Background: an optimization exercise with open tools, aiming at small area and a short achievable clock period. Do not read the settings as production practice. In this exercise RTL edits were held to simulation tests only and were not proved equivalent to the original.

`design/flow/design.v`:
```
module pac(clk, eo, phase, amplitude);
parameter N = 14;
parameter P = 12;
input clk, eo;
input [N-1:0] phase;
output [P-1:0] amplitude;
wire [11:0] a = phase[12] ? ~phase[11:0] : phase[11:0];
reg [12:0] t0;
wire [7:0] x0 = {a[11],a[10],a[9],a[8],a[7],a[6],a[5],a[4]};
always @(*) begin
  case (x0)
    8'd0: t0 = 13'd0;
    8'd1: t0 = 13'd50;
    8'd2: t0 = 13'd101;
    8'd3: t0 = 13'd151;
    8'd4: t0 = 13'd200;
    8'd5: t0 = 13'd250;
    8'd6: t0 = 13'd301;
    8'd7: t0 = 13'd351;
    8'd8: t0 = 13'd402;
    8'd9: t0 = 13'd452;
    8'd10: t0 = 13'd503;
    8'd11: t0 = 13'd553;
    8'd12: t0 = 13'd602;
    8'd13: t0 = 13'd652;
    8'd14: t0 = 13'd703;
    8'd15: t0 = 13'd753;
    8'd16: t0 = 13'd802;
    8'd17: t0 = 13'd852;
    8'd18: t0 = 13'd902;
    8'd19: t0 = 13'd952;
    8'd20: t0 = 13'd1002;
    8'd21: t0 = 13'd1052;
    8'd22: t0 = 13'd1101;
    8'd23: t0 = 13'd1151;
    8'd24: t0 = 13'd1201;
    8'd25: t0 = 13'd1251;
    8'd26: t0 = 13'd1300;
    8'd27: t0 = 13'd1350;
    8'd28: t0 = 13'd1400;
    8'd29: t0 = 13'd1449;
    8'd30: t0 = 13'd1499;
    8'd31: t0 = 13'd1548;
    8'd32: t0 = 13'd1598;
    8'd33: t0 = 13'd1647;
    8'd34: t0 = 13'd1696;
    8'd35: t0 = 13'd1745;
    8'd36: t0 = 13'd1794;
    8'd37: t0 = 13'd1843;
    8'd38: t0 = 13'd1892;
    8'd39: t0 = 13'd1941;
    8'd40: t0 = 13'd1988;
    8'd41: t0 = 13'd2037;
    8'd42: t0 = 13'd2086;
    8'd43: t0 = 13'd2135;
    8'd44: t0 = 13'd2184;
    8'd45: t0 = 13'd2233;
    8'd46: t0 = 13'd2282;
    8'd47: t0 = 13'd2330;
    8'd48: t0 = 13'd2377;
    8'd49: t0 = 13'd2425;
    8'd50: t0 = 13'd2473;
    8'd51: t0 = 13'd2521;
    8'd52: t0 = 13'd2570;
    8'd53: t0 = 13'd2617;
    8'd54: t0 = 13'd2664;
    8'd55: t0 = 13'd2711;
    8'd56: t0 = 13'd2759;
    8'd57: t0 = 13'd2806;
    8'd58: t0 = 13'd2853;
    8'd59: t0 = 13'd2900;
    8'd60: t0 = 13'd2947;
    8'd61: t0 = 13'd2994;
    8'd62: t0 = 13'd3041;
    8'd63: t0 = 13'd3087;
    8'd64: t0 = 13'd3134;
    8'd65: t0 = 13'd3180;
    8'd66: t0 = 13'd3227;
    8'd67: t0 = 13'd3273;
    8'd68: t0 = 13'd3319;
    8'd69: t0 = 13'd3365;
    8'd70: t0 = 13'd3410;
    8'd71: t0 = 13'd3456;
    8'd72: t0 = 13'd3502;
    8'd73: t0 = 13'd3547;
    8'd74: t0 = 13'd3592;
    8'd75: t0 = 13'd3637;
    8'd76: t0 = 13'd3681;
    8'd77: t0 = 13'd3726;
    8'd78: t0 = 13'd3771;
    8'd79: t0 = 13'd3816;
    8'd80: t0 = 13'd3860;
    8'd81: t0 = 13'd3905;
    8'd82: t0 = 13'd3949;
    8'd83: t0 = 13'd3993;
    8'd84: t0 = 13'd4037;
    8'd85: t0 = 13'd4080;
    8'd86: t0 = 13'd4123;
    8'd87: t0 = 13'd4166;
    8'd88: t0 = 13'd4210;
    8'd89: t0 = 13'd4253;
    8'd90: t0 = 13'd4296;
    8'd91: t0 = 13'd4339;
    8'd92: t0 = 13'd4383;
    8'd93: t0 = 13'd4424;
    8'd94: t0 = 13'd4467;
    8'd95: t0 = 13'd4509;
    8'd96: t0 = 13'd4549;
    8'd97: t0 = 13'd4590;
    8'd98: t0 = 13'd4632;
    8'd99: t0 = 13'd4673;
    8'd100: t0 = 13'd4715;
    8'd101: t0 = 13'd4756;
    8'd102: t0 = 13'd4797;
    8'd103: t0 = 13'd4838;
    8'd104: t0 = 13'd4877;
    8'd105: t0 = 13'd4919;
    8'd106: t0 = 13'd4959;
    8'd107: t0 = 13'd4998;
    8'd108: t0 = 13'd5039;
    8'd109: t0 = 13'd5078;
    8'd110: t0 = 13'd5117;
    8'd111: t0 = 13'd5156;
    8'd112: t0 = 13'd5195;
    8'd113: t0 = 13'd5233;
    8'd114: t0 = 13'd5272;
    8'd115: t0 = 13'd5310;
    8'd116: t0 = 13'd5349;
    8'd117: t0 = 13'd5387;
    8'd118: t0 = 13'd5424;
    8'd119: t0 = 13'd5462;
    8'd120: t0 = 13'd5500;
    8'd121: t0 = 13'd5537;
    8'd122: t0 = 13'd5574;
    8'd123: t0 = 13'd5611;
    8'd124: t0 = 13'd5645;
    8'd125: t0 = 13'd5682;
    8'd126: t0 = 13'd5718;
    8'd127: t0 = 13'd5754;
    8'd128: t0 = 13'd5791;
    8'd129: t0 = 13'd5826;
    8'd130: t0 = 13'd5861;
    8'd131: t0 = 13'd5896;
    8'd132: t0 = 13'd5931;
    8'd133: t0 = 13'd5966;
    8'd134: t0 = 13'd6000;
    8'd135: t0 = 13'd6034;
    8'd136: t0 = 13'd6068;
    8'd137: t0 = 13'd6102;
    8'd138: t0 = 13'd6135;
    8'd139: t0 = 13'd6168;
    8'd140: t0 = 13'd6201;
    8'd141: t0 = 13'd6234;
    8'd142: t0 = 13'd6266;
    8'd143: t0 = 13'd6298;
    8'd144: t0 = 13'd6331;
    8'd145: t0 = 13'd6363;
    8'd146: t0 = 13'd6394;
    8'd147: t0 = 13'd6425;
    8'd148: t0 = 13'd6457;
    8'd149: t0 = 13'd6487;
    8'd150: t0 = 13'd6518;
    8'd151: t0 = 13'd6548;
    8'd152: t0 = 13'd6578;
    8'd153: t0 = 13'd6608;
    8'd154: t0 = 13'd6637;
    8'd155: t0 = 13'd6667;
    8'd156: t0 = 13'd6696;
    8'd157: t0 = 13'd6725;
    8'd158: t0 = 13'd6754;
    8'd159: t0 = 13'd6782;
    8'd160: t0 = 13'd6811;
    8'd161: t0 = 13'd6838;
    8'd162: t0 = 13'd6865;
    8'd163: t0 = 13'd6892;
    8'd164: t0 = 13'd6919;
    8'd165: t0 = 13'd6945;
    8'd166: t0 = 13'd6972;
    8'd167: t0 = 13'd6998;
    8'd168: t0 = 13'd7025;
    8'd169: t0 = 13'd7050;
    8'd170: t0 = 13'd7075;
    8'd171: t0 = 13'd7100;
    8'd172: t0 = 13'd7124;
    8'd173: t0 = 13'd7149;
    8'd174: t0 = 13'd7175;
    8'd175: t0 = 13'd7198;
    8'd176: t0 = 13'd7223;
    8'd177: t0 = 13'd7246;
    8'd178: t0 = 13'd7269;
    8'd179: t0 = 13'd7292;
    8'd180: t0 = 13'd7315;
    8'd181: t0 = 13'd7338;
    8'd182: t0 = 13'd7360;
    8'd183: t0 = 13'd7381;
    8'd184: t0 = 13'd7403;
    8'd185: t0 = 13'd7424;
    8'd186: t0 = 13'd7445;
    8'd187: t0 = 13'd7466;
    8'd188: t0 = 13'd7487;
    8'd189: t0 = 13'd7507;
    8'd190: t0 = 13'd7526;
    8'd191: t0 = 13'd7545;
    8'd192: t0 = 13'd7566;
    8'd193: t0 = 13'd7585;
    8'd194: t0 = 13'd7604;
    8'd195: t0 = 13'd7623;
    8'd196: t0 = 13'd7641;
    8'd197: t0 = 13'd7659;
    8'd198: t0 = 13'd7676;
    8'd199: t0 = 13'd7694;
    8'd200: t0 = 13'd7711;
    8'd201: t0 = 13'd7728;
    8'd202: t0 = 13'd7744;
    8'd203: t0 = 13'd7760;
    8'd204: t0 = 13'd7777;
    8'd205: t0 = 13'd7792;
    8'd206: t0 = 13'd7807;
    8'd207: t0 = 13'd7822;
    8'd208: t0 = 13'd7836;
    8'd209: t0 = 13'd7851;
    8'd210: t0 = 13'd7865;
    8'd211: t0 = 13'd7878;
    8'd212: t0 = 13'd7893;
    8'd213: t0 = 13'd7906;
    8'd214: t0 = 13'd7919;
    8'd215: t0 = 13'd7932;
    8'd216: t0 = 13'd7945;
    8'd217: t0 = 13'd7957;
    8'd218: t0 = 13'd7968;
    8'd219: t0 = 13'd7979;
    8'd220: t0 = 13'd7991;
    8'd221: t0 = 13'd8001;
    8'd222: t0 = 13'd8012;
    8'd223: t0 = 13'd8022;
    8'd224: t0 = 13'd8033;
    8'd225: t0 = 13'd8042;
    8'd226: t0 = 13'd8051;
    8'd227: t0 = 13'd8060;
    8'd228: t0 = 13'd8071;
    8'd229: t0 = 13'd8079;
    8'd230: t0 = 13'd8087;
    8'd231: t0 = 13'd8094;
    8'd232: t0 = 13'd8101;
    8'd233: t0 = 13'd8108;
    8'd234: t0 = 13'd8115;
    8'd235: t0 = 13'd8122;
    8'd236: t0 = 13'd8129;
    8'd237: t0 = 13'd8135;
    8'd238: t0 = 13'd8140;
    8'd239: t0 = 13'd8146;
    8'd240: t0 = 13'd8148;
    8'd241: t0 = 13'd8154;
    8'd242: t0 = 13'd8159;
    8'd243: t0 = 13'd8163;
    8'd244: t0 = 13'd8167;
    8'd245: t0 = 13'd8170;
    8'd246: t0 = 13'd8173;
    8'd247: t0 = 13'd8176;
    8'd248: t0 = 13'd8180;
    8'd249: t0 = 13'd8183;
    8'd250: t0 = 13'd8184;
    8'd251: t0 = 13'd8184;
    8'd252: t0 = 13'd8187;
    8'd253: t0 = 13'd8188;
    8'd254: t0 = 13'd8188;
    8'd255: t0 = 13'd8188;
    default: t0 = 13'd0;
  endcase
end
reg [5:0] t1;
wire [9:0] x1 = {a[11],a[10],a[9],a[8],a[7],a[6],a[3],a[2],a[1],a[0]};
always @(*) begin
  case (x1)
    10'd0: t1 = 6'd0;
    10'd1: t1 = 6'd2;
    10'd2: t1 = 6'd6;
    10'd3: t1 = 6'd9;
    10'd4: t1 = 6'd12;
    10'd5: t1 = 6'd15;
    10'd6: t1 = 6'd18;
    10'd7: t1 = 6'd22;
    10'd8: t1 = 6'd24;
    10'd9: t1 = 6'd28;
    10'd10: t1 = 6'd30;
    10'd11: t1 = 6'd34;
    10'd12: t1 = 6'd37;
    10'd13: t1 = 6'd40;
    10'd14: t1 = 6'd43;
    10'd15: t1 = 6'd46;
    10'd16: t1 = 6'd0;
    10'd17: t1 = 6'd4;
    10'd18: t1 = 6'd6;
    10'd19: t1 = 6'd10;
    10'd20: t1 = 6'd13;
    10'd21: t1 = 6'd16;
    10'd22: t1 = 6'd19;
    10'd23: t1 = 6'd22;
    10'd24: t1 = 6'd26;
    10'd25: t1 = 6'd28;
    10'd26: t1 = 6'd32;
    10'd27: t1 = 6'd34;
    10'd28: t1 = 6'd38;
    10'd29: t1 = 6'd42;
    10'd30: t1 = 6'd44;
    10'd31: t1 = 6'd48;
    10'd32: t1 = 6'd0;
    10'd33: t1 = 6'd2;
    10'd34: t1 = 6'd6;
    10'd35: t1 = 6'd8;
    10'd36: t1 = 6'd12;
    10'd37: t1 = 6'd15;
    10'd38: t1 = 6'd18;
    10'd39: t1 = 6'd21;
    10'd40: t1 = 6'd24;
    10'd41: t1 = 6'd28;
    10'd42: t1 = 6'd30;
    10'd43: t1 = 6'd34;
    10'd44: t1 = 6'd36;
    10'd45: t1 = 6'd40;
    10'd46: t1 = 6'd43;
    10'd47: t1 = 6'd46;
    10'd48: t1 = 6'd0;
    10'd49: t1 = 6'd2;
    10'd50: t1 = 6'd6;
    10'd51: t1 = 6'd9;
    10'd52: t1 = 6'd12;
    10'd53: t1 = 6'd16;
    10'd54: t1 = 6'd18;
    10'd55: t1 = 6'd22;
    10'd56: t1 = 6'd24;
    10'd57: t1 = 6'd28;
    10'd58: t1 = 6'd31;
    10'd59: t1 = 6'd34;
    10'd60: t1 = 6'd38;
    10'd61: t1 = 6'd40;
    10'd62: t1 = 6'd44;
    10'd63: t1 = 6'd46;
    10'd64: t1 = 6'd0;
    10'd65: t1 = 6'd3;
    10'd66: t1 = 6'd6;
    10'd67: t1 = 6'd10;
    10'd68: t1 = 6'd13;
    10'd69: t1 = 6'd16;
    10'd70: t1 = 6'd19;
    10'd71: t1 = 6'd22;
    10'd72: t1 = 6'd25;
    10'd73: t1 = 6'd28;
    10'd74: t1 = 6'd31;
    10'd75: t1 = 6'd34;
    10'd76: t1 = 6'd38;
    10'd77: t1 = 6'd41;
    10'd78: t1 = 6'd44;
    10'd79: t1 = 6'd47;
    10'd80: t1 = 6'd0;
    10'd81: t1 = 6'd3;
    10'd82: t1 = 6'd7;
    10'd83: t1 = 6'd9;
    10'd84: t1 = 6'd13;
    10'd85: t1 = 6'd15;
    10'd86: t1 = 6'd19;
    10'd87: t1 = 6'd22;
    10'd88: t1 = 6'd25;
    10'd89: t1 = 6'd28;
    10'd90: t1 = 6'd31;
    10'd91: t1 = 6'd35;
    10'd92: t1 = 6'd37;
    10'd93: t1 = 6'd41;
    10'd94: t1 = 6'd43;
    10'd95: t1 = 6'd47;
    10'd96: t1 = 6'd0;
    10'd97: t1 = 6'd4;
    10'd98: t1 = 6'd6;
    10'd99: t1 = 6'd9;
    10'd100: t1 = 6'd12;
    10'd101: t1 = 6'd16;
    10'd102: t1 = 6'd19;
    10'd103: t1 = 6'd22;
    10'd104: t1 = 6'd25;
    10'd105: t1 = 6'd28;
    10'd106: t1 = 6'd32;
    10'd107: t1 = 6'd34;
    10'd108: t1 = 6'd37;
    10'd109: t1 = 6'd40;
    10'd110: t1 = 6'd44;
    10'd111: t1 = 6'd47;
    10'd112: t1 = 6'd0;
    10'd113: t1 = 6'd3;
    10'd114: t1 = 6'd6;
    10'd115: t1 = 6'd9;
    10'd116: t1 = 6'd12;
    10'd117: t1 = 6'd15;
    10'd118: t1 = 6'd19;
    10'd119: t1 = 6'd21;
    10'd120: t1 = 6'd24;
    10'd121: t1 = 6'd28;
    10'd122: t1 = 6'd31;
    10'd123: t1 = 6'd34;
    10'd124: t1 = 6'd37;
    10'd125: t1 = 6'd40;
    10'd126: t1 = 6'd43;
    10'd127: t1 = 6'd47;
    10'd128: t1 = 6'd0;
    10'd129: t1 = 6'd3;
    10'd130: t1 = 6'd5;
    10'd131: t1 = 6'd9;
    10'd132: t1 = 6'd12;
    10'd133: t1 = 6'd15;
    10'd134: t1 = 6'd18;
    10'd135: t1 = 6'd21;
    10'd136: t1 = 6'd24;
    10'd137: t1 = 6'd27;
    10'd138: t1 = 6'd31;
    10'd139: t1 = 6'd33;
    10'd140: t1 = 6'd36;
    10'd141: t1 = 6'd40;
    10'd142: t1 = 6'd43;
    10'd143: t1 = 6'd45;
    10'd144: t1 = 6'd0;
    10'd145: t1 = 6'd3;
    10'd146: t1 = 6'd6;
    10'd147: t1 = 6'd9;
    10'd148: t1 = 6'd12;
    10'd149: t1 = 6'd15;
    10'd150: t1 = 6'd18;
    10'd151: t1 = 6'd21;
    10'd152: t1 = 6'd24;
    10'd153: t1 = 6'd27;
    10'd154: t1 = 6'd30;
    10'd155: t1 = 6'd34;
    10'd156: t1 = 6'd37;
    10'd157: t1 = 6'd40;
    10'd158: t1 = 6'd42;
    10'd159: t1 = 6'd46;
    10'd160: t1 = 6'd0;
    10'd161: t1 = 6'd4;
    10'd162: t1 = 6'd8;
    10'd163: t1 = 6'd10;
    10'd164: t1 = 6'd13;
    10'd165: t1 = 6'd16;
    10'd166: t1 = 6'd20;
    10'd167: t1 = 6'd23;
    10'd168: t1 = 6'd25;
    10'd169: t1 = 6'd28;
    10'd170: t1 = 6'd32;
    10'd171: t1 = 6'd35;
    10'd172: t1 = 6'd37;
    10'd173: t1 = 6'd40;
    10'd174: t1 = 6'd44;
    10'd175: t1 = 6'd47;
    10'd176: t1 = 6'd0;
    10'd177: t1 = 6'd2;
    10'd178: t1 = 6'd4;
    10'd179: t1 = 6'd8;
    10'd180: t1 = 6'd12;
    10'd181: t1 = 6'd14;
    10'd182: t1 = 6'd16;
    10'd183: t1 = 6'd20;
    10'd184: t1 = 6'd24;
    10'd185: t1 = 6'd26;
    10'd186: t1 = 6'd28;
    10'd187: t1 = 6'd32;
    10'd188: t1 = 6'd36;
    10'd189: t1 = 6'd39;
    10'd190: t1 = 6'd41;
    10'd191: t1 = 6'd44;
    10'd192: t1 = 6'd0;
    10'd193: t1 = 6'd3;
    10'd194: t1 = 6'd6;
    10'd195: t1 = 6'd9;
    10'd196: t1 = 6'd12;
    10'd197: t1 = 6'd15;
    10'd198: t1 = 6'd18;
    10'd199: t1 = 6'd21;
    10'd200: t1 = 6'd24;
    10'd201: t1 = 6'd27;
    10'd202: t1 = 6'd30;
    10'd203: t1 = 6'd33;
    10'd204: t1 = 6'd36;
    10'd205: t1 = 6'd39;
    10'd206: t1 = 6'd42;
    10'd207: t1 = 6'd45;
    10'd208: t1 = 6'd0;
    10'd209: t1 = 6'd2;
    10'd210: t1 = 6'd5;
    10'd211: t1 = 6'd9;
    10'd212: t1 = 6'd12;
    10'd213: t1 = 6'd13;
    10'd214: t1 = 6'd17;
    10'd215: t1 = 6'd21;
    10'd216: t1 = 6'd24;
    10'd217: t1 = 6'd25;
    10'd218: t1 = 6'd29;
    10'd219: t1 = 6'd33;
    10'd220: t1 = 6'd35;
    10'd221: t1 = 6'd37;
    10'd222: t1 = 6'd41;
    10'd223: t1 = 6'd45;
    10'd224: t1 = 6'd0;
    10'd225: t1 = 6'd3;
    10'd226: t1 = 6'd6;
    10'd227: t1 = 6'd8;
    10'd228: t1 = 6'd12;
    10'd229: t1 = 6'd15;
    10'd230: t1 = 6'd18;
    10'd231: t1 = 6'd20;
    10'd232: t1 = 6'd24;
    10'd233: t1 = 6'd27;
    10'd234: t1 = 6'd29;
    10'd235: t1 = 6'd32;
    10'd236: t1 = 6'd35;
    10'd237: t1 = 6'd38;
    10'd238: t1 = 6'd41;
    10'd239: t1 = 6'd44;
    10'd240: t1 = 6'd0;
    10'd241: t1 = 6'd3;
    10'd242: t1 = 6'd6;
    10'd243: t1 = 6'd9;
    10'd244: t1 = 6'd11;
    10'd245: t1 = 6'd14;
    10'd246: t1 = 6'd17;
    10'd247: t1 = 6'd21;
    10'd248: t1 = 6'd23;
    10'd249: t1 = 6'd26;
    10'd250: t1 = 6'd29;
    10'd251: t1 = 6'd32;
    10'd252: t1 = 6'd35;
    10'd253: t1 = 6'd38;
    10'd254: t1 = 6'd41;
    10'd255: t1 = 6'd44;
    10'd256: t1 = 6'd0;
    10'd257: t1 = 6'd2;
    10'd258: t1 = 6'd5;
    10'd259: t1 = 6'd8;
    10'd260: t1 = 6'd12;
    10'd261: t1 = 6'd14;
    10'd262: t1 = 6'd17;
    10'd263: t1 = 6'd20;
    10'd264: t1 = 6'd22;
    10'd265: t1 = 6'd26;
    10'd266: t1 = 6'd28;
    10'd267: t1 = 6'd32;
    10'd268: t1 = 6'd34;
    10'd269: t1 = 6'd37;
    10'd270: t1 = 6'd40;
    10'd271: t1 = 6'd43;
    10'd272: t1 = 6'd0;
    10'd273: t1 = 6'd2;
    10'd274: t1 = 6'd6;
    10'd275: t1 = 6'd8;
    10'd276: t1 = 6'd11;
    10'd277: t1 = 6'd14;
    10'd278: t1 = 6'd17;
    10'd279: t1 = 6'd20;
    10'd280: t1 = 6'd22;
    10'd281: t1 = 6'd26;
    10'd282: t1 = 6'd28;
    10'd283: t1 = 6'd31;
    10'd284: t1 = 6'd34;
    10'd285: t1 = 6'd37;
    10'd286: t1 = 6'd39;
    10'd287: t1 = 6'd42;
    10'd288: t1 = 6'd0;
    10'd289: t1 = 6'd3;
    10'd290: t1 = 6'd5;
    10'd291: t1 = 6'd8;
    10'd292: t1 = 6'd11;
    10'd293: t1 = 6'd13;
    10'd294: t1 = 6'd17;
    10'd295: t1 = 6'd20;
    10'd296: t1 = 6'd22;
    10'd297: t1 = 6'd25;
    10'd298: t1 = 6'd28;
    10'd299: t1 = 6'd31;
    10'd300: t1 = 6'd33;
    10'd301: t1 = 6'd36;
    10'd302: t1 = 6'd39;
    10'd303: t1 = 6'd42;
    10'd304: t1 = 6'd0;
    10'd305: t1 = 6'd3;
    10'd306: t1 = 6'd6;
    10'd307: t1 = 6'd9;
    10'd308: t1 = 6'd11;
    10'd309: t1 = 6'd15;
    10'd310: t1 = 6'd17;
    10'd311: t1 = 6'd19;
    10'd312: t1 = 6'd23;
    10'd313: t1 = 6'd26;
    10'd314: t1 = 6'd28;
    10'd315: t1 = 6'd31;
    10'd316: t1 = 6'd34;
    10'd317: t1 = 6'd37;
    10'd318: t1 = 6'd39;
    10'd319: t1 = 6'd43;
    10'd320: t1 = 6'd0;
    10'd321: t1 = 6'd2;
    10'd322: t1 = 6'd5;
    10'd323: t1 = 6'd8;
    10'd324: t1 = 6'd11;
    10'd325: t1 = 6'd14;
    10'd326: t1 = 6'd17;
    10'd327: t1 = 6'd20;
    10'd328: t1 = 6'd22;
    10'd329: t1 = 6'd25;
    10'd330: t1 = 6'd28;
    10'd331: t1 = 6'd30;
    10'd332: t1 = 6'd33;
    10'd333: t1 = 6'd36;
    10'd334: t1 = 6'd38;
    10'd335: t1 = 6'd40;
    10'd336: t1 = 6'd0;
    10'd337: t1 = 6'd2;
    10'd338: t1 = 6'd6;
    10'd339: t1 = 6'd9;
    10'd340: t1 = 6'd10;
    10'd341: t1 = 6'd14;
    10'd342: t1 = 6'd17;
    10'd343: t1 = 6'd18;
    10'd344: t1 = 6'd22;
    10'd345: t1 = 6'd25;
    10'd346: t1 = 6'd27;
    10'd347: t1 = 6'd30;
    10'd348: t1 = 6'd33;
    10'd349: t1 = 6'd35;
    10'd350: t1 = 6'd38;
    10'd351: t1 = 6'd41;
    10'd352: t1 = 6'd0;
    10'd353: t1 = 6'd3;
    10'd354: t1 = 6'd5;
    10'd355: t1 = 6'd8;
    10'd356: t1 = 6'd11;
    10'd357: t1 = 6'd13;
    10'd358: t1 = 6'd16;
    10'd359: t1 = 6'd19;
    10'd360: t1 = 6'd22;
    10'd361: t1 = 6'd24;
    10'd362: t1 = 6'd27;
    10'd363: t1 = 6'd30;
    10'd364: t1 = 6'd32;
    10'd365: t1 = 6'd35;
    10'd366: t1 = 6'd38;
    10'd367: t1 = 6'd40;
    10'd368: t1 = 6'd0;
    10'd369: t1 = 6'd2;
    10'd370: t1 = 6'd4;
    10'd371: t1 = 6'd7;
    10'd372: t1 = 6'd10;
    10'd373: t1 = 6'd12;
    10'd374: t1 = 6'd14;
    10'd375: t1 = 6'd17;
    10'd376: t1 = 6'd20;
    10'd377: t1 = 6'd22;
    10'd378: t1 = 6'd25;
    10'd379: t1 = 6'd28;
    10'd380: t1 = 6'd30;
    10'd381: t1 = 6'd33;
    10'd382: t1 = 6'd36;
    10'd383: t1 = 6'd38;
    10'd384: t1 = 6'd0;
    10'd385: t1 = 6'd3;
    10'd386: t1 = 6'd6;
    10'd387: t1 = 6'd8;
    10'd388: t1 = 6'd11;
    10'd389: t1 = 6'd14;
    10'd390: t1 = 6'd16;
    10'd391: t1 = 6'd19;
    10'd392: t1 = 6'd22;
    10'd393: t1 = 6'd24;
    10'd394: t1 = 6'd27;
    10'd395: t1 = 6'd30;
    10'd396: t1 = 6'd33;
    10'd397: t1 = 6'd35;
    10'd398: t1 = 6'd38;
    10'd399: t1 = 6'd41;
    10'd400: t1 = 6'd0;
    10'd401: t1 = 6'd3;
    10'd402: t1 = 6'd5;
    10'd403: t1 = 6'd8;
    10'd404: t1 = 6'd10;
    10'd405: t1 = 6'd13;
    10'd406: t1 = 6'd16;
    10'd407: t1 = 6'd18;
    10'd408: t1 = 6'd21;
    10'd409: t1 = 6'd23;
    10'd410: t1 = 6'd25;
    10'd411: t1 = 6'd29;
    10'd412: t1 = 6'd31;
    10'd413: t1 = 6'd33;
    10'd414: t1 = 6'd36;
    10'd415: t1 = 6'd38;
    10'd416: t1 = 6'd0;
    10'd417: t1 = 6'd3;
    10'd418: t1 = 6'd6;
    10'd419: t1 = 6'd8;
    10'd420: t1 = 6'd11;
    10'd421: t1 = 6'd12;
    10'd422: t1 = 6'd15;
    10'd423: t1 = 6'd19;
    10'd424: t1 = 6'd20;
    10'd425: t1 = 6'd23;
    10'd426: t1 = 6'd25;
    10'd427: t1 = 6'd28;
    10'd428: t1 = 6'd31;
    10'd429: t1 = 6'd32;
    10'd430: t1 = 6'd35;
    10'd431: t1 = 6'd39;
    10'd432: t1 = 6'd0;
    10'd433: t1 = 6'd3;
    10'd434: t1 = 6'd4;
    10'd435: t1 = 6'd8;
    10'd436: t1 = 6'd10;
    10'd437: t1 = 6'd12;
    10'd438: t1 = 6'd15;
    10'd439: t1 = 6'd17;
    10'd440: t1 = 6'd20;
    10'd441: t1 = 6'd22;
    10'd442: t1 = 6'd24;
    10'd443: t1 = 6'd27;
    10'd444: t1 = 6'd29;
    10'd445: t1 = 6'd32;
    10'd446: t1 = 6'd34;
    10'd447: t1 = 6'd36;
    10'd448: t1 = 6'd0;
    10'd449: t1 = 6'd3;
    10'd450: t1 = 6'd6;
    10'd451: t1 = 6'd8;
    10'd452: t1 = 6'd11;
    10'd453: t1 = 6'd12;
    10'd454: t1 = 6'd15;
    10'd455: t1 = 6'd18;
    10'd456: t1 = 6'd20;
    10'd457: t1 = 6'd23;
    10'd458: t1 = 6'd24;
    10'd459: t1 = 6'd27;
    10'd460: t1 = 6'd29;
    10'd461: t1 = 6'd32;
    10'd462: t1 = 6'd35;
    10'd463: t1 = 6'd37;
    10'd464: t1 = 6'd0;
    10'd465: t1 = 6'd2;
    10'd466: t1 = 6'd5;
    10'd467: t1 = 6'd8;
    10'd468: t1 = 6'd10;
    10'd469: t1 = 6'd12;
    10'd470: t1 = 6'd14;
    10'd471: t1 = 6'd16;
    10'd472: t1 = 6'd19;
    10'd473: t1 = 6'd21;
    10'd474: t1 = 6'd24;
    10'd475: t1 = 6'd26;
    10'd476: t1 = 6'd28;
    10'd477: t1 = 6'd31;
    10'd478: t1 = 6'd33;
    10'd479: t1 = 6'd36;
    10'd480: t1 = 6'd0;
    10'd481: t1 = 6'd2;
    10'd482: t1 = 6'd4;
    10'd483: t1 = 6'd7;
    10'd484: t1 = 6'd8;
    10'd485: t1 = 6'd11;
    10'd486: t1 = 6'd13;
    10'd487: t1 = 6'd16;
    10'd488: t1 = 6'd18;
    10'd489: t1 = 6'd20;
    10'd490: t1 = 6'd23;
    10'd491: t1 = 6'd24;
    10'd492: t1 = 6'd27;
    10'd493: t1 = 6'd29;
    10'd494: t1 = 6'd32;
    10'd495: t1 = 6'd34;
    10'd496: t1 = 6'd0;
    10'd497: t1 = 6'd3;
    10'd498: t1 = 6'd6;
    10'd499: t1 = 6'd9;
    10'd500: t1 = 6'd11;
    10'd501: t1 = 6'd13;
    10'd502: t1 = 6'd15;
    10'd503: t1 = 6'd17;
    10'd504: t1 = 6'd19;
    10'd505: t1 = 6'd21;
    10'd506: t1 = 6'd24;
    10'd507: t1 = 6'd27;
    10'd508: t1 = 6'd29;
    10'd509: t1 = 6'd31;
    10'd510: t1 = 6'd33;
    10'd511: t1 = 6'd35;
    10'd512: t1 = 6'd0;
    10'd513: t1 = 6'd3;
    10'd514: t1 = 6'd4;
    10'd515: t1 = 6'd7;
    10'd516: t1 = 6'd9;
    10'd517: t1 = 6'd11;
    10'd518: t1 = 6'd13;
    10'd519: t1 = 6'd16;
    10'd520: t1 = 6'd18;
    10'd521: t1 = 6'd20;
    10'd522: t1 = 6'd22;
    10'd523: t1 = 6'd24;
    10'd524: t1 = 6'd27;
    10'd525: t1 = 6'd29;
    10'd526: t1 = 6'd31;
    10'd527: t1 = 6'd33;
    10'd528: t1 = 6'd0;
    10'd529: t1 = 6'd2;
    10'd530: t1 = 6'd4;
    10'd531: t1 = 6'd6;
    10'd532: t1 = 6'd9;
    10'd533: t1 = 6'd11;
    10'd534: t1 = 6'd13;
    10'd535: t1 = 6'd15;
    10'd536: t1 = 6'd17;
    10'd537: t1 = 6'd19;
    10'd538: t1 = 6'd21;
    10'd539: t1 = 6'd23;
    10'd540: t1 = 6'd25;
    10'd541: t1 = 6'd28;
    10'd542: t1 = 6'd30;
    10'd543: t1 = 6'd32;
    10'd544: t1 = 6'd0;
    10'd545: t1 = 6'd2;
    10'd546: t1 = 6'd4;
    10'd547: t1 = 6'd6;
    10'd548: t1 = 6'd8;
    10'd549: t1 = 6'd10;
    10'd550: t1 = 6'd12;
    10'd551: t1 = 6'd15;
    10'd552: t1 = 6'd17;
    10'd553: t1 = 6'd19;
    10'd554: t1 = 6'd21;
    10'd555: t1 = 6'd23;
    10'd556: t1 = 6'd25;
    10'd557: t1 = 6'd27;
    10'd558: t1 = 6'd29;
    10'd559: t1 = 6'd31;
    10'd560: t1 = 6'd0;
    10'd561: t1 = 6'd2;
    10'd562: t1 = 6'd4;
    10'd563: t1 = 6'd6;
    10'd564: t1 = 6'd8;
    10'd565: t1 = 6'd10;
    10'd566: t1 = 6'd12;
    10'd567: t1 = 6'd14;
    10'd568: t1 = 6'd16;
    10'd569: t1 = 6'd18;
    10'd570: t1 = 6'd20;
    10'd571: t1 = 6'd23;
    10'd572: t1 = 6'd25;
    10'd573: t1 = 6'd27;
    10'd574: t1 = 6'd29;
    10'd575: t1 = 6'd31;
    10'd576: t1 = 6'd0;
    10'd577: t1 = 6'd2;
    10'd578: t1 = 6'd4;
    10'd579: t1 = 6'd6;
    10'd580: t1 = 6'd8;
    10'd581: t1 = 6'd10;
    10'd582: t1 = 6'd11;
    10'd583: t1 = 6'd13;
    10'd584: t1 = 6'd15;
    10'd585: t1 = 6'd17;
    10'd586: t1 = 6'd19;
    10'd587: t1 = 6'd21;
    10'd588: t1 = 6'd23;
    10'd589: t1 = 6'd25;
    10'd590: t1 = 6'd27;
    10'd591: t1 = 6'd29;
    10'd592: t1 = 6'd0;
    10'd593: t1 = 6'd1;
    10'd594: t1 = 6'd3;
    10'd595: t1 = 6'd5;
    10'd596: t1 = 6'd7;
    10'd597: t1 = 6'd9;
    10'd598: t1 = 6'd11;
    10'd599: t1 = 6'd13;
    10'd600: t1 = 6'd14;
    10'd601: t1 = 6'd17;
    10'd602: t1 = 6'd18;
    10'd603: t1 = 6'd21;
    10'd604: t1 = 6'd22;
    10'd605: t1 = 6'd25;
    10'd606: t1 = 6'd26;
    10'd607: t1 = 6'd29;
    10'd608: t1 = 6'd0;
    10'd609: t1 = 6'd2;
    10'd610: t1 = 6'd3;
    10'd611: t1 = 6'd5;
    10'd612: t1 = 6'd7;
    10'd613: t1 = 6'd9;
    10'd614: t1 = 6'd11;
    10'd615: t1 = 6'd12;
    10'd616: t1 = 6'd15;
    10'd617: t1 = 6'd16;
    10'd618: t1 = 6'd18;
    10'd619: t1 = 6'd20;
    10'd620: t1 = 6'd22;
    10'd621: t1 = 6'd24;
    10'd622: t1 = 6'd26;
    10'd623: t1 = 6'd27;
    10'd624: t1 = 6'd0;
    10'd625: t1 = 6'd1;
    10'd626: t1 = 6'd3;
    10'd627: t1 = 6'd4;
    10'd628: t1 = 6'd6;
    10'd629: t1 = 6'd8;
    10'd630: t1 = 6'd10;
    10'd631: t1 = 6'd12;
    10'd632: t1 = 6'd13;
    10'd633: t1 = 6'd16;
    10'd634: t1 = 6'd17;
    10'd635: t1 = 6'd19;
    10'd636: t1 = 6'd21;
    10'd637: t1 = 6'd23;
    10'd638: t1 = 6'd24;
    10'd639: t1 = 6'd25;
    10'd640: t1 = 6'd0;
    10'd641: t1 = 6'd0;
    10'd642: t1 = 6'd3;
    10'd643: t1 = 6'd4;
    10'd644: t1 = 6'd6;
    10'd645: t1 = 6'd8;
    10'd646: t1 = 6'd9;
    10'd647: t1 = 6'd12;
    10'd648: t1 = 6'd12;
    10'd649: t1 = 6'd15;
    10'd650: t1 = 6'd16;
    10'd651: t1 = 6'd18;
    10'd652: t1 = 6'd20;
    10'd653: t1 = 6'd21;
    10'd654: t1 = 6'd23;
    10'd655: t1 = 6'd24;
    10'd656: t1 = 6'd0;
    10'd657: t1 = 6'd2;
    10'd658: t1 = 6'd3;
    10'd659: t1 = 6'd5;
    10'd660: t1 = 6'd7;
    10'd661: t1 = 6'd8;
    10'd662: t1 = 6'd11;
    10'd663: t1 = 6'd12;
    10'd664: t1 = 6'd13;
    10'd665: t1 = 6'd15;
    10'd666: t1 = 6'd17;
    10'd667: t1 = 6'd19;
    10'd668: t1 = 6'd20;
    10'd669: t1 = 6'd21;
    10'd670: t1 = 6'd23;
    10'd671: t1 = 6'd25;
    10'd672: t1 = 6'd0;
    10'd673: t1 = 6'd2;
    10'd674: t1 = 6'd4;
    10'd675: t1 = 6'd5;
    10'd676: t1 = 6'd6;
    10'd677: t1 = 6'd8;
    10'd678: t1 = 6'd10;
    10'd679: t1 = 6'd12;
    10'd680: t1 = 6'd13;
    10'd681: t1 = 6'd14;
    10'd682: t1 = 6'd16;
    10'd683: t1 = 6'd18;
    10'd684: t1 = 6'd19;
    10'd685: t1 = 6'd21;
    10'd686: t1 = 6'd22;
    10'd687: t1 = 6'd24;
    10'd688: t1 = 6'd0;
    10'd689: t1 = 6'd3;
    10'd690: t1 = 6'd4;
    10'd691: t1 = 6'd4;
    10'd692: t1 = 6'd8;
    10'd693: t1 = 6'd8;
    10'd694: t1 = 6'd10;
    10'd695: t1 = 6'd12;
    10'd696: t1 = 6'd12;
    10'd697: t1 = 6'd15;
    10'd698: t1 = 6'd16;
    10'd699: t1 = 6'd16;
    10'd700: t1 = 6'd20;
    10'd701: t1 = 6'd20;
    10'd702: t1 = 6'd21;
    10'd703: t1 = 6'd24;
    10'd704: t1 = 6'd0;
    10'd705: t1 = 6'd1;
    10'd706: t1 = 6'd3;
    10'd707: t1 = 6'd4;
    10'd708: t1 = 6'd6;
    10'd709: t1 = 6'd7;
    10'd710: t1 = 6'd8;
    10'd711: t1 = 6'd10;
    10'd712: t1 = 6'd12;
    10'd713: t1 = 6'd13;
    10'd714: t1 = 6'd15;
    10'd715: t1 = 6'd16;
    10'd716: t1 = 6'd17;
    10'd717: t1 = 6'd19;
    10'd718: t1 = 6'd20;
    10'd719: t1 = 6'd22;
    10'd720: t1 = 6'd0;
    10'd721: t1 = 6'd1;
    10'd722: t1 = 6'd3;
    10'd723: t1 = 6'd4;
    10'd724: t1 = 6'd5;
    10'd725: t1 = 6'd7;
    10'd726: t1 = 6'd8;
    10'd727: t1 = 6'd9;
    10'd728: t1 = 6'd11;
    10'd729: t1 = 6'd13;
    10'd730: t1 = 6'd13;
    10'd731: t1 = 6'd15;
    10'd732: t1 = 6'd17;
    10'd733: t1 = 6'd18;
    10'd734: t1 = 6'd19;
    10'd735: t1 = 6'd21;
    10'd736: t1 = 6'd0;
    10'd737: t1 = 6'd2;
    10'd738: t1 = 6'd3;
    10'd739: t1 = 6'd4;
    10'd740: t1 = 6'd6;
    10'd741: t1 = 6'd7;
    10'd742: t1 = 6'd8;
    10'd743: t1 = 6'd9;
    10'd744: t1 = 6'd11;
    10'd745: t1 = 6'd12;
    10'd746: t1 = 6'd13;
    10'd747: t1 = 6'd15;
    10'd748: t1 = 6'd16;
    10'd749: t1 = 6'd17;
    10'd750: t1 = 6'd19;
    10'd751: t1 = 6'd20;
    10'd752: t1 = 6'd0;
    10'd753: t1 = 6'd3;
    10'd754: t1 = 6'd3;
    10'd755: t1 = 6'd4;
    10'd756: t1 = 6'd7;
    10'd757: t1 = 6'd7;
    10'd758: t1 = 6'd8;
    10'd759: t1 = 6'd10;
    10'd760: t1 = 6'd11;
    10'd761: t1 = 6'd12;
    10'd762: t1 = 6'd13;
    10'd763: t1 = 6'd15;
    10'd764: t1 = 6'd16;
    10'd765: t1 = 6'd16;
    10'd766: t1 = 6'd19;
    10'd767: t1 = 6'd20;
    10'd768: t1 = 6'd0;
    10'd769: t1 = 6'd1;
    10'd770: t1 = 6'd3;
    10'd771: t1 = 6'd3;
    10'd772: t1 = 6'd4;
    10'd773: t1 = 6'd6;
    10'd774: t1 = 6'd7;
    10'd775: t1 = 6'd8;
    10'd776: t1 = 6'd10;
    10'd777: t1 = 6'd11;
    10'd778: t1 = 6'd12;
    10'd779: t1 = 6'd12;
    10'd780: t1 = 6'd14;
    10'd781: t1 = 6'd15;
    10'd782: t1 = 6'd16;
    10'd783: t1 = 6'd18;
    10'd784: t1 = 6'd0;
    10'd785: t1 = 6'd1;
    10'd786: t1 = 6'd2;
    10'd787: t1 = 6'd4;
    10'd788: t1 = 6'd4;
    10'd789: t1 = 6'd5;
    10'd790: t1 = 6'd6;
    10'd791: t1 = 6'd8;
    10'd792: t1 = 6'd9;
    10'd793: t1 = 6'd9;
    10'd794: t1 = 6'd11;
    10'd795: t1 = 6'd12;
    10'd796: t1 = 6'd13;
    10'd797: t1 = 6'd14;
    10'd798: t1 = 6'd16;
    10'd799: t1 = 6'd16;
    10'd800: t1 = 6'd0;
    10'd801: t1 = 6'd1;
    10'd802: t1 = 6'd2;
    10'd803: t1 = 6'd3;
    10'd804: t1 = 6'd4;
    10'd805: t1 = 6'd5;
    10'd806: t1 = 6'd6;
    10'd807: t1 = 6'd7;
    10'd808: t1 = 6'd8;
    10'd809: t1 = 6'd9;
    10'd810: t1 = 6'd10;
    10'd811: t1 = 6'd11;
    10'd812: t1 = 6'd12;
    10'd813: t1 = 6'd13;
    10'd814: t1 = 6'd14;
    10'd815: t1 = 6'd15;
    10'd816: t1 = 6'd0;
    10'd817: t1 = 6'd1;
    10'd818: t1 = 6'd2;
    10'd819: t1 = 6'd2;
    10'd820: t1 = 6'd4;
    10'd821: t1 = 6'd5;
    10'd822: t1 = 6'd6;
    10'd823: t1 = 6'd6;
    10'd824: t1 = 6'd7;
    10'd825: t1 = 6'd9;
    10'd826: t1 = 6'd9;
    10'd827: t1 = 6'd10;
    10'd828: t1 = 6'd11;
    10'd829: t1 = 6'd12;
    10'd830: t1 = 6'd13;
    10'd831: t1 = 6'd14;
    10'd832: t1 = 6'd0;
    10'd833: t1 = 6'd2;
    10'd834: t1 = 6'd2;
    10'd835: t1 = 6'd4;
    10'd836: t1 = 6'd4;
    10'd837: t1 = 6'd6;
    10'd838: t1 = 6'd6;
    10'd839: t1 = 6'd7;
    10'd840: t1 = 6'd8;
    10'd841: t1 = 6'd8;
    10'd842: t1 = 6'd10;
    10'd843: t1 = 6'd10;
    10'd844: t1 = 6'd12;
    10'd845: t1 = 6'd12;
    10'd846: t1 = 6'd13;
    10'd847: t1 = 6'd14;
    10'd848: t1 = 6'd0;
    10'd849: t1 = 6'd1;
    10'd850: t1 = 6'd2;
    10'd851: t1 = 6'd2;
    10'd852: t1 = 6'd3;
    10'd853: t1 = 6'd4;
    10'd854: t1 = 6'd5;
    10'd855: t1 = 6'd6;
    10'd856: t1 = 6'd6;
    10'd857: t1 = 6'd7;
    10'd858: t1 = 6'd7;
    10'd859: t1 = 6'd9;
    10'd860: t1 = 6'd10;
    10'd861: t1 = 6'd11;
    10'd862: t1 = 6'd11;
    10'd863: t1 = 6'd11;
    10'd864: t1 = 6'd0;
    10'd865: t1 = 6'd1;
    10'd866: t1 = 6'd1;
    10'd867: t1 = 6'd1;
    10'd868: t1 = 6'd1;
    10'd869: t1 = 6'd3;
    10'd870: t1 = 6'd5;
    10'd871: t1 = 6'd5;
    10'd872: t1 = 6'd5;
    10'd873: t1 = 6'd6;
    10'd874: t1 = 6'd7;
    10'd875: t1 = 6'd8;
    10'd876: t1 = 6'd9;
    10'd877: t1 = 6'd9;
    10'd878: t1 = 6'd9;
    10'd879: t1 = 6'd9;
    10'd880: t1 = 6'd0;
    10'd881: t1 = 6'd0;
    10'd882: t1 = 6'd1;
    10'd883: t1 = 6'd2;
    10'd884: t1 = 6'd3;
    10'd885: t1 = 6'd3;
    10'd886: t1 = 6'd4;
    10'd887: t1 = 6'd4;
    10'd888: t1 = 6'd5;
    10'd889: t1 = 6'd6;
    10'd890: t1 = 6'd7;
    10'd891: t1 = 6'd7;
    10'd892: t1 = 6'd8;
    10'd893: t1 = 6'd8;
    10'd894: t1 = 6'd9;
    10'd895: t1 = 6'd10;
    10'd896: t1 = 6'd0;
    10'd897: t1 = 6'd1;
    10'd898: t1 = 6'd1;
    10'd899: t1 = 6'd2;
    10'd900: t1 = 6'd2;
    10'd901: t1 = 6'd2;
    10'd902: t1 = 6'd3;
    10'd903: t1 = 6'd4;
    10'd904: t1 = 6'd5;
    10'd905: t1 = 6'd5;
    10'd906: t1 = 6'd6;
    10'd907: t1 = 6'd6;
    10'd908: t1 = 6'd6;
    10'd909: t1 = 6'd7;
    10'd910: t1 = 6'd8;
    10'd911: t1 = 6'd9;
    10'd912: t1 = 6'd0;
    10'd913: t1 = 6'd0;
    10'd914: t1 = 6'd0;
    10'd915: t1 = 6'd0;
    10'd916: t1 = 6'd0;
    10'd917: t1 = 6'd2;
    10'd918: t1 = 6'd2;
    10'd919: t1 = 6'd2;
    10'd920: t1 = 6'd2;
    10'd921: t1 = 6'd2;
    10'd922: t1 = 6'd2;
    10'd923: t1 = 6'd3;
    10'd924: t1 = 6'd4;
    10'd925: t1 = 6'd5;
    10'd926: t1 = 6'd6;
    10'd927: t1 = 6'd7;
    10'd928: t1 = 6'd0;
    10'd929: t1 = 6'd0;
    10'd930: t1 = 6'd1;
    10'd931: t1 = 6'd1;
    10'd932: t1 = 6'd1;
    10'd933: t1 = 6'd2;
    10'd934: t1 = 6'd3;
    10'd935: t1 = 6'd3;
    10'd936: t1 = 6'd4;
    10'd937: t1 = 6'd4;
    10'd938: t1 = 6'd4;
    10'd939: t1 = 6'd5;
    10'd940: t1 = 6'd5;
    10'd941: t1 = 6'd5;
    10'd942: t1 = 6'd5;
    10'd943: t1 = 6'd7;
    10'd944: t1 = 6'd0;
    10'd945: t1 = 6'd0;
    10'd946: t1 = 6'd0;
    10'd947: t1 = 6'd0;
    10'd948: t1 = 6'd0;
    10'd949: t1 = 6'd1;
    10'd950: t1 = 6'd1;
    10'd951: t1 = 6'd1;
    10'd952: t1 = 6'd2;
    10'd953: t1 = 6'd2;
    10'd954: t1 = 6'd3;
    10'd955: t1 = 6'd3;
    10'd956: t1 = 6'd4;
    10'd957: t1 = 6'd4;
    10'd958: t1 = 6'd4;
    10'd959: t1 = 6'd4;
    10'd960: t1 = 6'd0;
    10'd961: t1 = 6'd1;
    10'd962: t1 = 6'd1;
    10'd963: t1 = 6'd2;
    10'd964: t1 = 6'd3;
    10'd965: t1 = 6'd4;
    10'd966: t1 = 6'd4;
    10'd967: t1 = 6'd4;
    10'd968: t1 = 6'd4;
    10'd969: t1 = 6'd4;
    10'd970: t1 = 6'd4;
    10'd971: t1 = 6'd4;
    10'd972: t1 = 6'd4;
    10'd973: t1 = 6'd4;
    10'd974: t1 = 6'd4;
    10'd975: t1 = 6'd4;
    10'd976: t1 = 6'd0;
    10'd977: t1 = 6'd1;
    10'd978: t1 = 6'd1;
    10'd979: t1 = 6'd1;
    10'd980: t1 = 6'd2;
    10'd981: t1 = 6'd2;
    10'd982: t1 = 6'd2;
    10'd983: t1 = 6'd2;
    10'd984: t1 = 6'd3;
    10'd985: t1 = 6'd3;
    10'd986: t1 = 6'd3;
    10'd987: t1 = 6'd3;
    10'd988: t1 = 6'd3;
    10'd989: t1 = 6'd3;
    10'd990: t1 = 6'd3;
    10'd991: t1 = 6'd3;
    10'd992: t1 = 6'd0;
    10'd993: t1 = 6'd0;
    10'd994: t1 = 6'd0;
    10'd995: t1 = 6'd0;
    10'd996: t1 = 6'd0;
    10'd997: t1 = 6'd0;
    10'd998: t1 = 6'd0;
    10'd999: t1 = 6'd0;
    10'd1000: t1 = 6'd0;
    10'd1001: t1 = 6'd0;
    10'd1002: t1 = 6'd0;
    10'd1003: t1 = 6'd0;
    10'd1004: t1 = 6'd0;
    10'd1005: t1 = 6'd1;
    10'd1006: t1 = 6'd2;
    10'd1007: t1 = 6'd3;
    10'd1008: t1 = 6'd0;
    10'd1009: t1 = 6'd0;
    10'd1010: t1 = 6'd0;
    10'd1011: t1 = 6'd0;
    10'd1012: t1 = 6'd0;
    10'd1013: t1 = 6'd0;
    10'd1014: t1 = 6'd0;
    10'd1015: t1 = 6'd1;
    10'd1016: t1 = 6'd1;
    10'd1017: t1 = 6'd1;
    10'd1018: t1 = 6'd1;
    10'd1019: t1 = 6'd1;
    10'd1020: t1 = 6'd1;
    10'd1021: t1 = 6'd1;
    10'd1022: t1 = 6'd1;
    10'd1023: t1 = 6'd1;
    default: t1 = 6'd0;
  endcase
end
wire [14:0] s = t0 + t1 + 15'd0;
wire [10:0] m = s[12:2];
reg [P-1:0] data;
always @(posedge clk) data <= eo ? (phase[13] ? {1'b0, ~m} : {1'b1, m}) : {P{1'b0}};
assign amplitude = data;
endmodule
module phase_accumulator(clk, reset, mode, fph, word_in, word_out, phase);
    parameter M = 48;
    parameter N = 14;
    input clk, reset, fph;
    input [1:0] mode;
    input  [M-1:0] word_in;
    output [M-1:0] word_out;
    output [N-1:0] phase;
    reg [M-1:0] freq, acc;
    wire run = mode == 2'b00;
    wire wr  = mode == 2'b11;
    wire rd  = mode == 2'b10;
    wire wf = wr & fph;
    wire wa = wr & ~fph;
    assign phase    = acc[M-1:M-N];
    assign word_out = ({M{rd & fph}} & freq) | ({M{rd & ~fph}} & acc);
    wire [M-1:0] g0 = acc & freq;
    wire [M-1:0] p0 = acc ^ freq;
    localparam TOPL = 16;  
    reg [M-1:0] G, P;
    integer l, i;
    always @(*) begin
        G = g0; P = p0;
        for (l = 1; l < M; l = l * 2)
            for (i = 2*l-1; i < M; i = i + 2*l) begin
                G[i] = G[i] | (P[i] & G[i-l]);
                P[i] = P[i] & P[i-l];
            end
        for (l = TOPL; l >= 1; l = l / 2)
            for (i = 3*l-1; i < M; i = i + 2*l) begin
                G[i] = G[i] | (P[i] & G[i-l]);
                P[i] = P[i] & P[i-l];
            end
    end
    wire [M-1:0] sum = p0 ^ {G[M-2:0], 1'b0};
    wire [M-1:0] acc_n = run ? sum : (wa ? word_in : acc);
    always @ (posedge clk, posedge reset)
        if (reset) begin
            freq  <= 'b0;
            acc   <= 'b0;
        end else begin
            acc <= acc_n;
            if (wf) freq <= word_in;
        end
endmodule
module nco_core(clk, reset, mode, fph, word_in, word_out, amplitude);
    parameter M = 48;
    parameter N = 14;
    parameter P = 12;
    input clk, reset, fph;
    input [1:0] mode;
    input  [M-1:0] word_in;
    output [M-1:0] word_out;
    output [P-1:0] amplitude;
    wire [N-1:0] phase;
    phase_accumulator #(.M(M), .N(N)) U2_pa (
        .clk        (clk),
        .reset      (reset),
        .mode       (mode),
        .fph        (fph),
        .word_in    (word_in),
        .word_out   (word_out),
        .phase      (phase)
    );
    pac #(.N(N), .P(P)) U4_pac (
        .clk        (clk),
        .eo         (!reset && mode == 2'b00),
        .phase      (phase),
        .amplitude  (amplitude)
    );
endmodule
```
`design/flow/flow/run.sh`:
```
#!/bin/bash
# Standard synthesis and layout (standard.sh), with two layout settings changed:
# ports are buffered with buf_2 instead of the delay-cell buffer buffer_ports picks,
# and timing repair may resize a cell into one of a different footprint.
set -euo pipefail
cd "$(dirname "$0")/.."
bash standard.sh \
  "BUFFER_PORTS_ARGS=-buffer_cell sky130_fd_sc_hd__buf_2" \
  MATCH_CELL_FOOTPRINT=0 \
  finish > flow_make.log 2>&1
```
`design/flow/standard.sh`:
```
#!/bin/bash
# synth_recipe.tcl (not shown) runs the flow's synth.tcl, then flattens the netlist and writes it again
# the make line also repeats each setting of config.mk as NAME=value (left out here)
make -C /OpenROAD-flow-scripts/flow DESIGN_CONFIG=/design/flow/config.mk WORK_HOME=/design/flow/orfs CLKGATE_MAP_FILE= SYNTH_SCRIPT=/design/flow/synth_recipe.tcl "${@:-finish}"
```
`design/flow/config.mk`:
```
export PLATFORM = sky130hd
export DESIGN_NAME = nco_core
export DESIGN_NICKNAME = nco_core
export VERILOG_FILES = /design/flow/design.v
export SDC_FILE = /design/flow/constraint.sdc
export NUM_CORES = 4
export LEC_CHECK = 0
export ABC_AREA = 1
export CAP_MARGIN = 20
export CORE_MARGIN = 2
export CORE_UTILIZATION = 50
export SETUP_SLACK_MARGIN = 2.8
export SLEW_MARGIN = 20
export SYNTH_MEMORY_MAX_BITS = 65536
```
`design/flow/constraint.sdc`:
```
create_clock -name core_clock -period 7.0 [get_ports {clk}]
set_input_delay 1.4000 -clock core_clock [delete_from_list [all_inputs] [get_ports {clk}]]
set_output_delay 1.4000 -clock core_clock [all_outputs]
set_load 0.01 [all_outputs]
```
==> results.env, run 1 <==
STATUS='complete, no violations'
ANT_NETS=0
FIN_SKEW_NS=0.01170
WORST_SKEW_PAIR.LATE_LATENCY_NS=0.37
TOP_LEVEL_PORTS=113
N_ANTENNA_CELL=0
CRIT_SLOWEST_CELL='sky130_fd_sc_hd__dfrtp_4'
GRT.OVERFLOW.TOTAL=0
WORST_HOLD_PATH_STAGE_COUNT=2
SYNTH_LARGEST_AREA_CELL='sky130_fd_sc_hd__dfrtp_1'
DETAIL_ROUTE.ITER0.VIOLATIONS=3277
FINAL_CELL_MIX='596 x sky130_fd_sc_hd__nand2_1, 254 x sky130_fd_sc_hd__inv_1, 176 x sky130_fd_sc_hd__o21ai_0, 152 x sky130_fd_sc_hd__nand3_1, 131 x sky130_fd_sc_hd__nor2_1'
COUNT_OF_FINAL_MAX_SLEW_CHECK_FAILURES=0
WORST_SETUP_PATH_START_KIND='flop'
WORSTPATHMAXFANOUT=31
EDFF_COUNT_SYNTH=0
SYNTH.AREA.MUX_SHARE_PCT=0
TIMING_WORST_SLEW_PIN_VALUE_NS=1.022
SEQ_AREA_FRAC_SYNTH_PCT=19.26
DRT_PRE_ANTENNA_ITERS=8
AREA_OCCUPIED_BY_MULTI_INPUT_GATES_UM2=10240
REG2REG_SETUP_SLACK_NS=2.80
CTS_TREE='done'
ADDER_CELL_SHARE_OF_THE_SYNTHESIZED_AREA_PCT=9.795
FILLERS=2632
FMAX_MHz=238.4
DR_WL_MET2_MM=26.89
POSTLAYOUTCOREUTIL_PCT=59.98
VIA_COUNT=17860
TIMING.RR.END='U4_pac.data[7]$_SDFF_PN0_'
CRITPATHTOPFAMILY='compound AO/OA/AOI/OAI gates'
SEQ_AREA_UM2=2654
SYNTH_SIMPLE_GATE_AREA_SHARE_PCT=30.61
FINAL_COMMON_CELL='sky130_fd_sc_hd__nand2_1'
FINAL_AREA_UM2=16160
DRIVE_ABOVE_1_SHARE_PCT=16.87
WL_MET1_MM=23.78
FLOW.AREA_GROWTH_FROM_SYNTHESIS_PCT=17.82
SETUP_VIOL=0
DRV.MAX_CAP_VIOLATION_COUNT=0
HOLD_VIOLATIONS=0
CTS-BUFFERS-INSERTED=9
GRT_START_MAX_NET_PINS=97
SYNTH.TOP_CELLS.BY_AREA='sky130_fd_sc_hd__dfrtp_1 18%, sky130_fd_sc_hd__nand2_1 18%, sky130_fd_sc_hd__inv_1 7.3%, sky130_fd_sc_hd__o21ai_0 7.1%, sky130_fd_sc_hd__ha_1 6.3%'
POST-ROUTE-DRC-COUNT=0
DETAILROUTE.WIRELENGTH.MET3_MM=9.371
SYNTH_FP_NETS=2389
POST_SYNTH_CELL_TYPES=60
LAYOUT_MIN_CYCLE_TIME_NS=4.195
CTS-ROOT-BUF='sky130_fd_sc_hd__clkbuf_16'
DETAILED_PLACE_HPWL_MM=43.65
FINALCRITPERIODSHARE_PCT=59.93
WORST-ENDPOINT-REQUIRED_NS=7.30
CTS_BUFFER_DEPTH=2
POST_SYNTH.CELL_AREA_AVG_UM2=6.117
FINAL.SETUP.TNS_NS=0
MAPPEDNETLISTAREA_UM2=13720
DIE-AREA_UM2=28780
FIRST_GLOBAL_VIAS=16650
WORST_SETUP_HOLD_PATH_CLK_SLEW_NS=0.08
CLKSINKCOUNT=108
SYNTH_CELLS=2243
H_TREE_LVL_COUNT=3
GRT_ANTENNA_BEFORE_REPAIR=0
WORST_HOLD_PATH.ENDPOINT='U2_pa.freq[47]$_DFFE_PP0P_'
HOLDBUFCOUNTCTS=0
MIN-DELAY-START='U2_pa.freq[47]$_DFFE_PP0P_'
ROUTE.TOP_LAYER_USED='met4'
ASYNCSETRESETFLOPFRACSYNTH_PCT=88.89
POSTSYNTH.TOPFLOPCELL='sky130_fd_sc_hd__dfrtp_1'
SETUP.WORST_PATH.CLASS='reg -> reg'
END_KIND='flop'
SYNTH_TOP_AREA_SHARE_PCT=17.51
CRIT_ARRIVAL_NS=4.50
SYNTH_TOP_FAMILY_BY_AREA='simple AND/OR/NAND/NOR gates'
YS_SEQ_ELEMENTS=108
DETAIL_ROUTE.WIRELENGTH_MM=64.83
COREAREA_UM2=26950
GRT_SETUP_UNREPAIRED='yes'
CRITPATHBUFINV=4
YS.WARNINGS.COUNT=2
POST_DP_CELL_AREA_UM2=14530
ROUTED_VIA_DENSITY=6.630
RR_STARTPOINT='U2_pa.acc[46]$_DFFE_PP0P_'
DIE_HEIGHT_UM=169.6
MAX-SLEW-MARGIN-REL_PCT=31.80
FIRST_PASS_GRT_WIRE_LENGTH_MM=96.75
PLACE_CONGESTION=1.090
FRACTION_OF_SYNTHESIZED_CELL_AREA_IN_XOR_AND_XNOR_CELLS_PCT=3.238
INITIAL_CORE_UTIL_PCT=50.91
SYNTH-COMPOUND-AREA-SHARE_PCT=25.64
PLACEMENTROWS=60
CHIPWIDTH_UM=169.6
TIMING.CRITICAL_PATH.CELLS='buf_8, xor2_4, buf_6, nor2_2, buf_4, inv_1, o221ai_1, a32oi_1, a21oi_1, a21oi_2, ha_4, a21oi_2, o21ai_1, a21oi_1, nand2_1, or2_1, a21oi_1'
I_O_BUFFERS=112
CRIT_PATH_MAX_INCR_DELAY_NS=0.53
WIRE_PER_INST_UM=24.06
GLOBAL_ROUTE.USAGE.TOTAL_PCT=43.58
TIMING.REG2REG.WORST_PATH_DEPTH=17
CP_COMMON_CELL='sky130_fd_sc_hd__a21oi_1'
LAYOUT.NETS=2495
HOLD_CLASS='reg -> reg'
Yosys cell counts, drive strengths merged, types with 7 or more instances:
cell	n
nand2	660
inv	275
o21ai	206
nand3	163
nor2	147
a21oi	140
dfrtp	96
ha	69
clkbuf	67
o22ai	59
buf	53
o221ai	45
xor2	27
fa	24
o211ai	23
a31oi	21
nor3	21
a221oi	19
xnor2	19
nand4	13
dfxtp	12
a211oi	8
a22oi	7
area by class of cell:
type	count	area share (%)
Clock buffer	9	1.393
Clock inverter	6	0.4877
Inverter	278	6.641
Multi-Input combinational cell	1742	63.34
Sequential cell	108	16.42
Tap cell	341	2.640
Timing Repair Buffer	210	9.080
worst max-delay path by stage:
| stage | from | endpoint | slack [ns] | cells past startpoint |
|---|---|---|---|---|
| CTS | U2_pa.acc[40]$_DFFE_PP0P_ | U4_pac.data[7]$_SDFF_PN0_ | 2.74 | 22 |
| detailed placement | U2_pa.acc[46]$_DFFE_PP0P_ | U4_pac.data[7]$_SDFF_PN0_ | 1.48 | 20 |
| global route | U2_pa.acc[46]$_DFFE_PP0P_ | U4_pac.data[7]$_SDFF_PN0_ | 2.72 | 23 |
| global placement | U2_pa.acc[46]$_DFFE_PP0P_ | U4_pac.data[7]$_SDFF_PN0_ | 1.57 | 19 |
| floorplan | reset | U2_pa.acc[0]$_DFFE_PP0P_ | 3.09 | 1 |
| finish | U2_pa.acc[46]$_DFFE_PP0P_ | U4_pac.data[7]$_SDFF_PN0_ | 2.80 | 17 |
through the flow:
stage / worst slack [ns] / hold slack, ns / cells
floorplan: 3.095 / 0.4530 / 2243
global placement: 1.566 / 0.4724 / 2614
detailed placement: 1.482 / 0.5013 / 2614
CTS: 2.742 / 0.5180 / 2642
global route: 2.721 / 0.5557 / 2694
finish: 2.805 / 0.5205 / 2694
metal layers:
layer  vias up  GRT usage (%)
met2      1557          64.70
met3       404          12.36
li1       7802              -
met1      8097          56.81
met5         -              0
met4         0          24.67
tightest hold or removal path, stage by stage, from the launching register on:
cell,delay (ns)
sky130_fd_sc_hd__dfrtp_1,0.37
sky130_fd_sc_hd__nand2_1,0.05
sky130_fd_sc_hd__o21ai_0,0.06
state kept, by name, indices dropped and copies added (netlist names):
register,flops
U2_pa.freq,48
U4_pac.data,12
U2_pa.acc,48
timing repair:
item | in CTS | in global routing
buffers inserted | 11 | 46
cloned | 2 | 5
resized for setup | 69 | 144
pin swaps | 3 | 28
setup endpoints to repair | 68 | 12
kinds of logic after synthesis:
family / Yosys count
and+or+nand+nor: 1018
AOI/OAI and AO/OA: 580
buffers and inverters: 398
DFF: 108
adders and majority gates: 93
xor gates and xnor gates: 46
==> run 2, diff against run 1 <==
--- a/design/flow/config.mk
+++ b/design/flow/config.mk
@@ -9,6 +9,6 @@
 export CAP_MARGIN = 20
 export CORE_MARGIN = 2
-export CORE_UTILIZATION = 50
-export SETUP_SLACK_MARGIN = 2.8
+export CORE_UTILIZATION = 40
+export SETUP_SLACK_MARGIN = 2.5
 export SLEW_MARGIN = 20
 export SYNTH_MEMORY_MAX_BITS = 65536
==> results.env, run 2 <==
WORST-ENDPOINT-REQUIRED_NS=7.30
DIE_HEIGHT_UM=189.2
CTS_BUFFER_DEPTH=2
CRIT_SLOWEST_CELL='sky130_fd_sc_hd__xnor2_4'
CRITPATHBUFINV=4
SETUP_VIOL=0
CTS-ROOT-BUF='sky130_fd_sc_hd__clkbuf_16'
FINALNONFILLERCELLS=2769
WORST_HOLD_PATH_STAGE_COUNT=2
HOLDWS_NS=0.4948
TIMING.REG2REG.WORST_PATH_DEPTH=16
WIRE_PER_INST_UM=24.51
CRIT_ARRIVAL_NS=4.71
HOLD_VIOLATIONS=0
SEQ_AREA_FRAC_SYNTH_PCT=19.26
PLACE_CONGESTION=1.095
CRITPATHTOPFAMILY='compound AO/OA/AOI/OAI gates'
FINAL.SETUP.TNS_NS=0
ANT_NETS=0
HOLD_CLASS='reg -> reg'
COUNT_OF_FINAL_MAX_SLEW_CHECK_FAILURES=0
FINAL_COMMON_CELL='sky130_fd_sc_hd__nand2_1'
WORST_SETUP_PATH_START_KIND='flop'
TIMING.CRITICAL_PATH.CELLS='buf_4, xnor2_4, buf_4, nor2_4, buf_4, inv_2, nor2_1, a311o_1, a221oi_2, ha_1, a21oi_1, o21ai_1, a21oi_1, nand2_1, or2_1, a21oi_1'
SYNTH.MOST_COMMON_CELL='sky130_fd_sc_hd__nand2_1'
PATH_DEPTH=16
DETAIL_ROUTE.WIRELENGTH_MM=67.86
CHIPWIDTH_UM=189.2
GRT_START_MAX_NET_PINS=97
SETUP.WORST_PATH.CLASS='reg -> reg'
SYNTH_TOP_AREA_SHARE_PCT=17.51
FLOW.AREA_GROWTH_FROM_SYNTHESIS_PCT=13.70
END_KIND='flop'
STATUS='complete, no violations'
FIRST_GLOBAL_VIAS=16520
DRT_PRE_ANTENNA_ITERS=6
WORST_SETUP_HOLD_PATH_CLK_SLEW_NS=0.09
SYNTH_FP_NETS=2389
INITIAL_CORE_UTIL_PCT=40.81
ASYNCSETRESETFLOPFRACSYNTH_PCT=88.89
DETAILED_PLACE_HPWL_MM=47.70
GRT.OVERFLOW.TOTAL=0
POST_SYNTH_CELL_TYPES=60
AREA_OCCUPIED_BY_MULTI_INPUT_GATES_UM2=9888
SYNTH.TOP_CELLS.BY_COUNT='640 x sky130_fd_sc_hd__nand2_1, 265 x sky130_fd_sc_hd__inv_1, 195 x sky130_fd_sc_hd__o21ai_0'
DETAIL_ROUTE.ITER0.VIOLATIONS=2423
LARGESTREGISTERS='U2_pa.acc: 48 flops, U2_pa.freq: 48 flops, U4_pac.data: 12 flops'
## run 2: cell counts after synthesis
No cell type changed its count.
## run 2: layout make-up
class | count | area share [%]
Antenna cell | 1 | 0.01604
Clock buffer | 9 | 1.444
Clock inverter | 7 | 0.6577
Inverter | 278 | 6.826
Multi-Input combinational cell | 1739 | 63.39
Sequential cell | 108 | 17.00
Tap cell | 448 | 3.593
Timing Repair Buffer | 178 | 7.043
Timing Repair inverter | 1 | 0.03208
## run 2: worst min-delay path: stages, from the launching register on
cell                      delay, ns
sky130_fd_sc_hd__dfrtp_1       0.35
sky130_fd_sc_hd__nand2_1       0.05
sky130_fd_sc_hd__o21ai_0       0.06
## run 2: path summary, 6_finish.rpt
path                            slack (ns)                    endpoint                       start
worst min register to register        0.49  U2_pa.freq[47]$_DFFE_PP0P_  U2_pa.freq[47]$_DFFE_PP0P_
worst min-delay path                  0.49  U2_pa.freq[47]$_DFFE_PP0P_  U2_pa.freq[47]$_DFFE_PP0P_
max in group asynchronous             4.67   U2_pa.acc[40]$_DFFE_PP0P_                       reset
worst max register to register        2.59   U4_pac.data[7]$_SDFF_PN0_   U2_pa.acc[46]$_DFFE_PP0P_
min in group asynchronous             1.01   U2_pa.freq[5]$_DFFE_PP0P_                       reset
worst max-delay path                  2.59   U4_pac.data[7]$_SDFF_PN0_   U2_pa.acc[46]$_DFFE_PP0P_
## run 2: kinds of logic after synthesis
group                    after synthesis  share of synthesized area [%]
AO/OA/AOI/OAI                        580                          25.64
XOR/XNOR                              46                          3.238
adder cells (fa/ha/maj)               93                          9.795
buffers and inverters                398                          11.46
flip-flops                           108                          19.26
AND/OR/NAND/NOR                     1018                          30.61
## run 2: repair_timing
| action | 4_1_cts | 5_1_grt |
|---|---|---|
| resized for setup | 21 | 75 |
| buffers inserted | 4 | 19 |
| pin swaps | 0 | 6 |
| endpoints found under the setup margin | 44 | 12 |
| gates cloned | 1 | 2 |
## run 2: routing by layer
| layer | wire [um] | vias up | track usage (%) |
|---|---|---|---|
| li1 | - | 7738 | - |
| met1 | 27300 | 8030 | 49.39 |
| met2 | 28040 | 1202 | 55.06 |
| met3 | 8398 | 272 | 10.70 |
| met4 | 4122 | 0 | 18.63 |
| met5 | 0 | - | 0 |
## run 2: per-stage QoR
step / utilization, % / area, um2 / setup slack, ns
after floorplan: - / 13720 / 3.095
after CTS: 45.03 / 15140 / 2.505
final: 46.40 / 15600 / 2.588
after global routing: 46.40 / 15600 / 2.473
after global placement: 43.72 / 14700 / 1.842
after detailed placement: 43.72 / 14700 / 1.865

-- port drivers added, routing unchanged --
Ports are ideal in the flow. The routed layouts listed here were re-timed in OpenROAD.
Step 1 sets driving cells, clkbuf_16 on the clock port and buf_2 on the other inputs (assumed; they add their load-dependent delay and slew).
Step 2, shift: input delay + t, output delay - t, t = (earliest + latest rising clock arrival at the registers) / 2. This alone moves slack from input paths to output paths.
Slacks: ideal / step 1 / step 2; pairs: ideal / step 1.
run	shift t [ns]	slack for setup (ns)	clock arrival spread, ns	worst slew at a driven data input, ns
run 1	0.417	2.805 / 2.805 / 2.805	0.012 / 0.011	0.05
run 2	0.416	2.588 / 2.588 / 2.588	0.018 / 0.017	0.06
After both steps setup and hold are still met in every run listed.
